Source: an optimization exercise on an open RTL-to-GDS flow (aim: small area and a short achievable clock period). Production flows keep margins and buffers that such runs may drop. At most, simulation tests tie the RTL to the original design; equivalence was not proved. Power is estimated from default activity; no workload was simulated.

== oak ==
Design timer, start of the top module:
module timer
#(
    parameter ADDR_WIDTH    = 32   ,
    parameter DATA_WIDTH    = 32
)
(
    input                    clk               ,
    input                    rstn              ,
    output logic             slave_rdy         ,
    output logic  [3:0]      timer_int         ,
    input [ADDR_WIDTH-1:0]   raddr             ,
    input                    re                ,
    output logic  [DATA_WIDTH-1:0]   rdata             ,
    input [DATA_WIDTH/8-1:0] rsel              ,
    input [ADDR_WIDTH-1:0]   waddr             ,
    input                    we                ,
    input [DATA_WIDTH-1:0]   wdata             ,
    input [DATA_WIDTH/8-1:0] wsel
);
logic [3:0][31:0] lc;
logic [3:0][31:0] cnt;
logic [3:0]       lcv;
logic [3:0]       cv;
logic [3:0][2:0]  ctrl;
logic [3:0]       en_d;
logic [3:0]       expf;
logic [3:0]       zq;     
logic [3:0]       lcz;    
logic [3:0]       raw;
logic             re_d1;
logic             we_d1;
wire [5:0] widx = waddr[7:2];
wire [5:0] ridx = raddr[7:2];
logic [3:0] wr_lc, wr_ctrl;
assign wr_lc[0]   = we & (widx == 6'd0);
assign wr_ctrl[0] = we & (widx == 6'd2);
assign wr_lc[1]   = we & (widx == 6'd5);
assign wr_ctrl[1] = we & (widx == 6'd7);
assign wr_lc[2]   = we & (widx == 6'd10);
assign wr_ctrl[2] = we & (widx == 6'd12);
assign wr_lc[3]   = we & (widx == 6'd15);
assign wr_ctrl[3] = we & (widx == 6'd17);
logic [3:0] clr;
wire clr_all = re & (ridx == 6'd41);
assign clr[0] = re & (ridx == 6'd3);
assign clr[1] = re & (ridx == 6'd8);
assign clr[2] = re & (ridx == 6'd13);
assign clr[3] = re & (ridx == 6'd18);
logic [3:0] ist;
assign ist[0] = raw[0] & ~ctrl[0][2];
assign ist[1] = raw[1] & ~ctrl[1][2];
assign ist[2] = raw[2] & ~ctrl[2][2];
assign ist[3] = raw[3] & ~ctrl[3][2];
assign timer_int = ist;
wire wz = (wdata == 32'd0);
genvar n;
generate
for (n = 0; n < 4; n = n + 1) begin : tm
  wire en   = ctrl[n][0];
  wire mode = ctrl[n][1];
  wire load = (en & ~en_d[n]) | zq[n];
  wire zq_next = load ? (mode & (~lcv[n] | lcz[n]))
  ...
==> module timer, before the edit <==
module timer
#(
    parameter ADDR_WIDTH    = 32   ,
    parameter DATA_WIDTH    = 32
)
(
    input                    clk               ,
    input                    rstn              ,
    output logic             slave_rdy         ,
    output logic  [3:0]      timer_int         ,
    input [ADDR_WIDTH-1:0]   raddr             ,
    input                    re                ,
    output logic  [DATA_WIDTH-1:0]   rdata             ,
    input [DATA_WIDTH/8-1:0] rsel              ,
    input [ADDR_WIDTH-1:0]   waddr             ,
    input                    we                ,
    input [DATA_WIDTH-1:0]   wdata             ,
    input [DATA_WIDTH/8-1:0] wsel
);
logic [3:0][31:0] lc;
logic [3:0][31:0] cnt;
logic [3:0]       lcv;
logic [3:0]       cv;
logic [3:0][2:0]  ctrl;
logic [3:0]       en_d;
logic [3:0]       expf;
logic [3:0]       zq;     
logic [3:0]       lcz;    
logic [3:0]       raw;
logic             re_d1;
logic             we_d1;
wire [5:0] widx = waddr[7:2];
wire [5:0] ridx = raddr[7:2];
logic [3:0] wr_lc, wr_ctrl;
assign wr_lc[0]   = we & (widx == 6'd0);
assign wr_ctrl[0] = we & (widx == 6'd2);
assign wr_lc[1]   = we & (widx == 6'd5);
assign wr_ctrl[1] = we & (widx == 6'd7);
assign wr_lc[2]   = we & (widx == 6'd10);
assign wr_ctrl[2] = we & (widx == 6'd12);
assign wr_lc[3]   = we & (widx == 6'd15);
assign wr_ctrl[3] = we & (widx == 6'd17);
logic [3:0] clr;
wire clr_all = re & (ridx == 6'd41);
assign clr[0] = re & (ridx == 6'd3);
assign clr[1] = re & (ridx == 6'd8);
assign clr[2] = re & (ridx == 6'd13);
assign clr[3] = re & (ridx == 6'd18);
logic [3:0] ist;
assign ist[0] = raw[0] & ~ctrl[0][2];
assign ist[1] = raw[1] & ~ctrl[1][2];
assign ist[2] = raw[2] & ~ctrl[2][2];
assign ist[3] = raw[3] & ~ctrl[3][2];
assign timer_int = ist;
wire wz = (wdata == 32'd0);
genvar n;
generate
for (n = 0; n < 4; n = n + 1) begin : tm
  wire en   = ctrl[n][0];
  wire mode = ctrl[n][1];
  wire load = (en & ~en_d[n]) | zq[n];
  wire zq_next = load ? (mode & (~lcv[n] | lcz[n]))
                      : (en & cv[n] & (cnt[n] == 32'd1));
  wire [31:0] c = cnt[n];
  wire [7:0] g;
  for (genvar j = 0; j < 8; j = j + 1) begin : grp
    assign g[j] = ~|c[4*j+3:4*j];
  end
  wire [7:0] ge;
  assign ge[0] = en;
  assign ge[1] = en & g[0];
  assign ge[2] = en & g[0] & g[1];
  assign ge[3] = ge[2] & g[2];
  assign ge[4] = ge[2] & g[2] & g[3];
  assign ge[5] = ge[4] & g[4];
  assign ge[6] = ge[4] & g[4] & g[5];
  assign ge[7] = ge[6] & g[6];
  wire [31:0] b;
  for (genvar j = 0; j < 8; j = j + 1) begin : bor
    assign b[4*j]   = ge[j];
    assign b[4*j+1] = ge[j] & ~c[4*j];
    assign b[4*j+2] = ge[j] & ~c[4*j] & ~c[4*j+1];
    assign b[4*j+3] = ge[j] & ~c[4*j] & ~c[4*j+1] & ~c[4*j+2];
  end
  wire sel_lc = load & mode & lcv[n];
  wire one    = load & ~mode;
  always @(posedge clk) begin
    if (wr_lc[n]) begin
      lc[n]  <= wdata;
      lcz[n] <= wz;
    end
    cnt[n] <= (lc[n] & {32{sel_lc}}) | {32{one}} | ({32{~load}} & (c ^ b));
    en_d[n] <= en;
    expf[n] <= zq[n];
  end
  always @(posedge clk or negedge rstn) begin
    if (!rstn) zq[n] <= 1'b0;
    else       zq[n] <= zq_next;
  end
  always @(posedge clk or negedge rstn) begin
    if (!rstn) begin
      lcv[n]  <= 1'b0;
      cv[n]   <= 1'b0;
      ctrl[n] <= 3'b0;
      raw[n]  <= 1'b0;
    end else begin
      if (wr_lc[n]) lcv[n] <= 1'b1;
      if (load) cv[n] <= 1'b1;
      if (wr_ctrl[n]) ctrl[n] <= wdata[2:0];
      if (!en) raw[n] <= 1'b0;
      else if (expf[n]) raw[n] <= 1'b1;
      else if (clr[n] | clr_all) raw[n] <= 1'b0;
    end
  end
end
endgenerate
wire [5:0] i = ridx;
wire [3:0] s_lc, s_cnt, s_ctrl, s_is;
assign s_lc[0]   = ~i[4] & ~i[3] & ~i[2] & ~i[1] & ~i[0];    
assign s_cnt[0]  = ~i[4] & ~i[3] & ~i[2] & ~i[1] &  i[0];    
assign s_ctrl[0] = ~i[4] & ~i[3] & ~i[2] &  i[1] & ~i[0];    
assign s_is[0]   = ~i[3] &  i[2] & ~i[1] & ~i[0];            
assign s_lc[1]   = ~i[3] &  i[2] & ~i[1] &  i[0];            
assign s_cnt[1]  = ~i[3] &  i[2] &  i[1] & ~i[0];            
assign s_ctrl[1] = ~i[3] &  i[2] &  i[1] &  i[0];            
assign s_is[1]   = ~i[5] &  i[3] & ~i[2] & ~i[1] &  i[0];    
assign s_lc[2]   = ~i[5] &  i[3] & ~i[2] &  i[1] & ~i[0];    
assign s_cnt[2]  =  i[3] & ~i[2] &  i[1] &  i[0];            
assign s_ctrl[2] =  i[3] &  i[2] & ~i[1] & ~i[0];            
assign s_is[2]   =  i[3] &  i[2] &  i[1] & ~i[0];            
assign s_lc[3]   =  i[3] &  i[2] &  i[1] &  i[0];            
assign s_cnt[3]  =  i[4] & ~i[1] & ~i[0];                    
assign s_ctrl[3] =  i[4] & ~i[1] &  i[0];                    
assign s_is[3]   =  i[4] &  i[1] &  i[0];                    
wire   s_ti      =  i[5] & ~i[1] & ~i[0];                    
wire   s_raw     =  i[5] &  i[1];                            
wire [3:0] g_lc  = s_lc & lcv;
wire [3:0] g_cnt = s_cnt & cv;
wire       ones  = |(s_cnt & ~cv);
logic [31:0] rd_next;
always @(*) begin
  rd_next = {32{ones}};
  for (int k = 0; k < 4; k = k + 1)
    rd_next = rd_next | (lc[k] & {32{g_lc[k]}}) | (cnt[k] & {32{g_cnt[k]}})
            | {29'b0, ctrl[k] & {3{s_ctrl[k]}}} | {31'b0, ist[k] & s_is[k]};
  rd_next[3:0] = rd_next[3:0] | (ist & {4{s_ti}}) | (raw & {4{s_raw}});
end
always @(posedge clk) rdata <= rd_next;
always @(posedge clk or negedge rstn) begin
  if (!rstn) begin
    re_d1 <= 1'b0;
    we_d1 <= 1'b0;
  end else begin
    re_d1 <= re;
    we_d1 <= we;
  end
end
assign slave_rdy = ~((re & ~re_d1) | (we & ~we_d1));
endmodule
Settings: LEC_CHECK=0, ABC_CLOCK_PERIOD_IN_PS=2000, CAP_MARGIN=20, CORE_MARGIN=2, CORE_UTILIZATION=65, CTS_BUF_LIST=sky130_fd_sc_hd__clkbuf_4 sky130_fd_sc_hd__clkbuf_8, CTS_CLUSTER_SIZE=30, SETUP_SLACK_MARGIN=1.7, SLEW_MARGIN=20; clock period 4.0 ns.
run.sh (not shown) runs the stock make flow with config.mk's settings and CLKGATE_MAP_FILE= SYNTH_SCRIPT=/design/flow/synth_recipe.tcl, a recipe that flattens the netlist after the stock synthesis.
Inputs modified between oak and pine:
--- a/flow/design.v
+++ b/flow/design.v
@@ -65,24 +65,25 @@
   wire [7:0] g;
   for (genvar j = 0; j < 8; j = j + 1) begin : grp
     assign g[j] = ~|c[4*j+3:4*j];
   end
-  wire [7:0] ge;
-  assign ge[0] = en;
-  assign ge[1] = en & g[0];
-  assign ge[2] = en & g[0] & g[1];
-  assign ge[3] = ge[2] & g[2];
-  assign ge[4] = ge[2] & g[2] & g[3];
-  assign ge[5] = ge[4] & g[4];
-  assign ge[6] = ge[4] & g[4] & g[5];
-  assign ge[7] = ge[6] & g[6];
-  wire [31:0] b;
+  wire [7:0] gz;
+  assign gz[0] = 1'b1;
+  assign gz[1] = g[0];
+  assign gz[2] = g[0] & g[1];
+  assign gz[3] = gz[2] & g[2];
+  assign gz[4] = gz[2] & g[2] & g[3];
+  assign gz[5] = gz[4] & g[4];
+  assign gz[6] = gz[4] & g[4] & g[5];
+  assign gz[7] = gz[6] & g[6];
+  wire [31:0] z;
   for (genvar j = 0; j < 8; j = j + 1) begin : bor
-    assign b[4*j]   = ge[j];
-    assign b[4*j+1] = ge[j] & ~c[4*j];
-    assign b[4*j+2] = ge[j] & ~c[4*j] & ~c[4*j+1];
-    assign b[4*j+3] = ge[j] & ~c[4*j] & ~c[4*j+1] & ~c[4*j+2];
+    assign z[4*j]   = gz[j];
+    assign z[4*j+1] = gz[j] & ~c[4*j];
+    assign z[4*j+2] = gz[j] & ~c[4*j] & ~c[4*j+1];
+    assign z[4*j+3] = gz[j] & ~c[4*j] & ~c[4*j+1] & ~c[4*j+2];
   end
+  wire [31:0] b = z & {32{en}};
   wire sel_lc = load & mode & lcv[n];
   wire one    = load & ~mode;
   always @(posedge clk) begin
     if (wr_lc[n]) begin
==> run notes <==
Changes observed in pine relative to oak: post-route standard cell area excluding fillers decreased by about 4% relative to the old numbers, synthesized cell count increased by about 3.3% relative to the old numbers.
Compared with oak, in pine height of the die barely changed, total power barely changed, layout overhead on the synthesized area dropped 5.3 points.
Only the layout flow was run in oak; the RTL was not checked for function there.

[separate check: timing with driven ports]
The results above use ideal ports. As a check the final layouts listed here were re-extracted and re-timed, cells and wires unchanged. Step 1 assumes that a clkbuf_16 drives the clock port and a buf_2 every other input. Step 2 times the ports against the registers' clock, not the clock port: input delays grow and output delays shrink by t, the midpoint of the rising clock arrivals with the driver on. a / b / c = ideal / step 1 / step 2; a / b = the first two.
| run | t, ns | slack for setup (ns) | hold WS [ns] | worst register clock-pin slew, ns | worst data-port slew with drivers (ns) |
|---|---|---|---|---|---|
| oak | 0.619 | 1.591 / 1.591 / 1.076 | 0.218 / 0.206 / 0.428 | 0.07 / 0.07 | 0.04 |
| pine | 0.621 | 1.671 / 1.635 / 1.096 | 0.416 / 0.416 / 0.416 | 0.07 / 0.07 | 0.05 |
After both steps every run listed still meets setup and hold. For pine, which loses most, drivers alone change the setup slack by -0.036 ns; drivers and shift together by -0.575 ns.
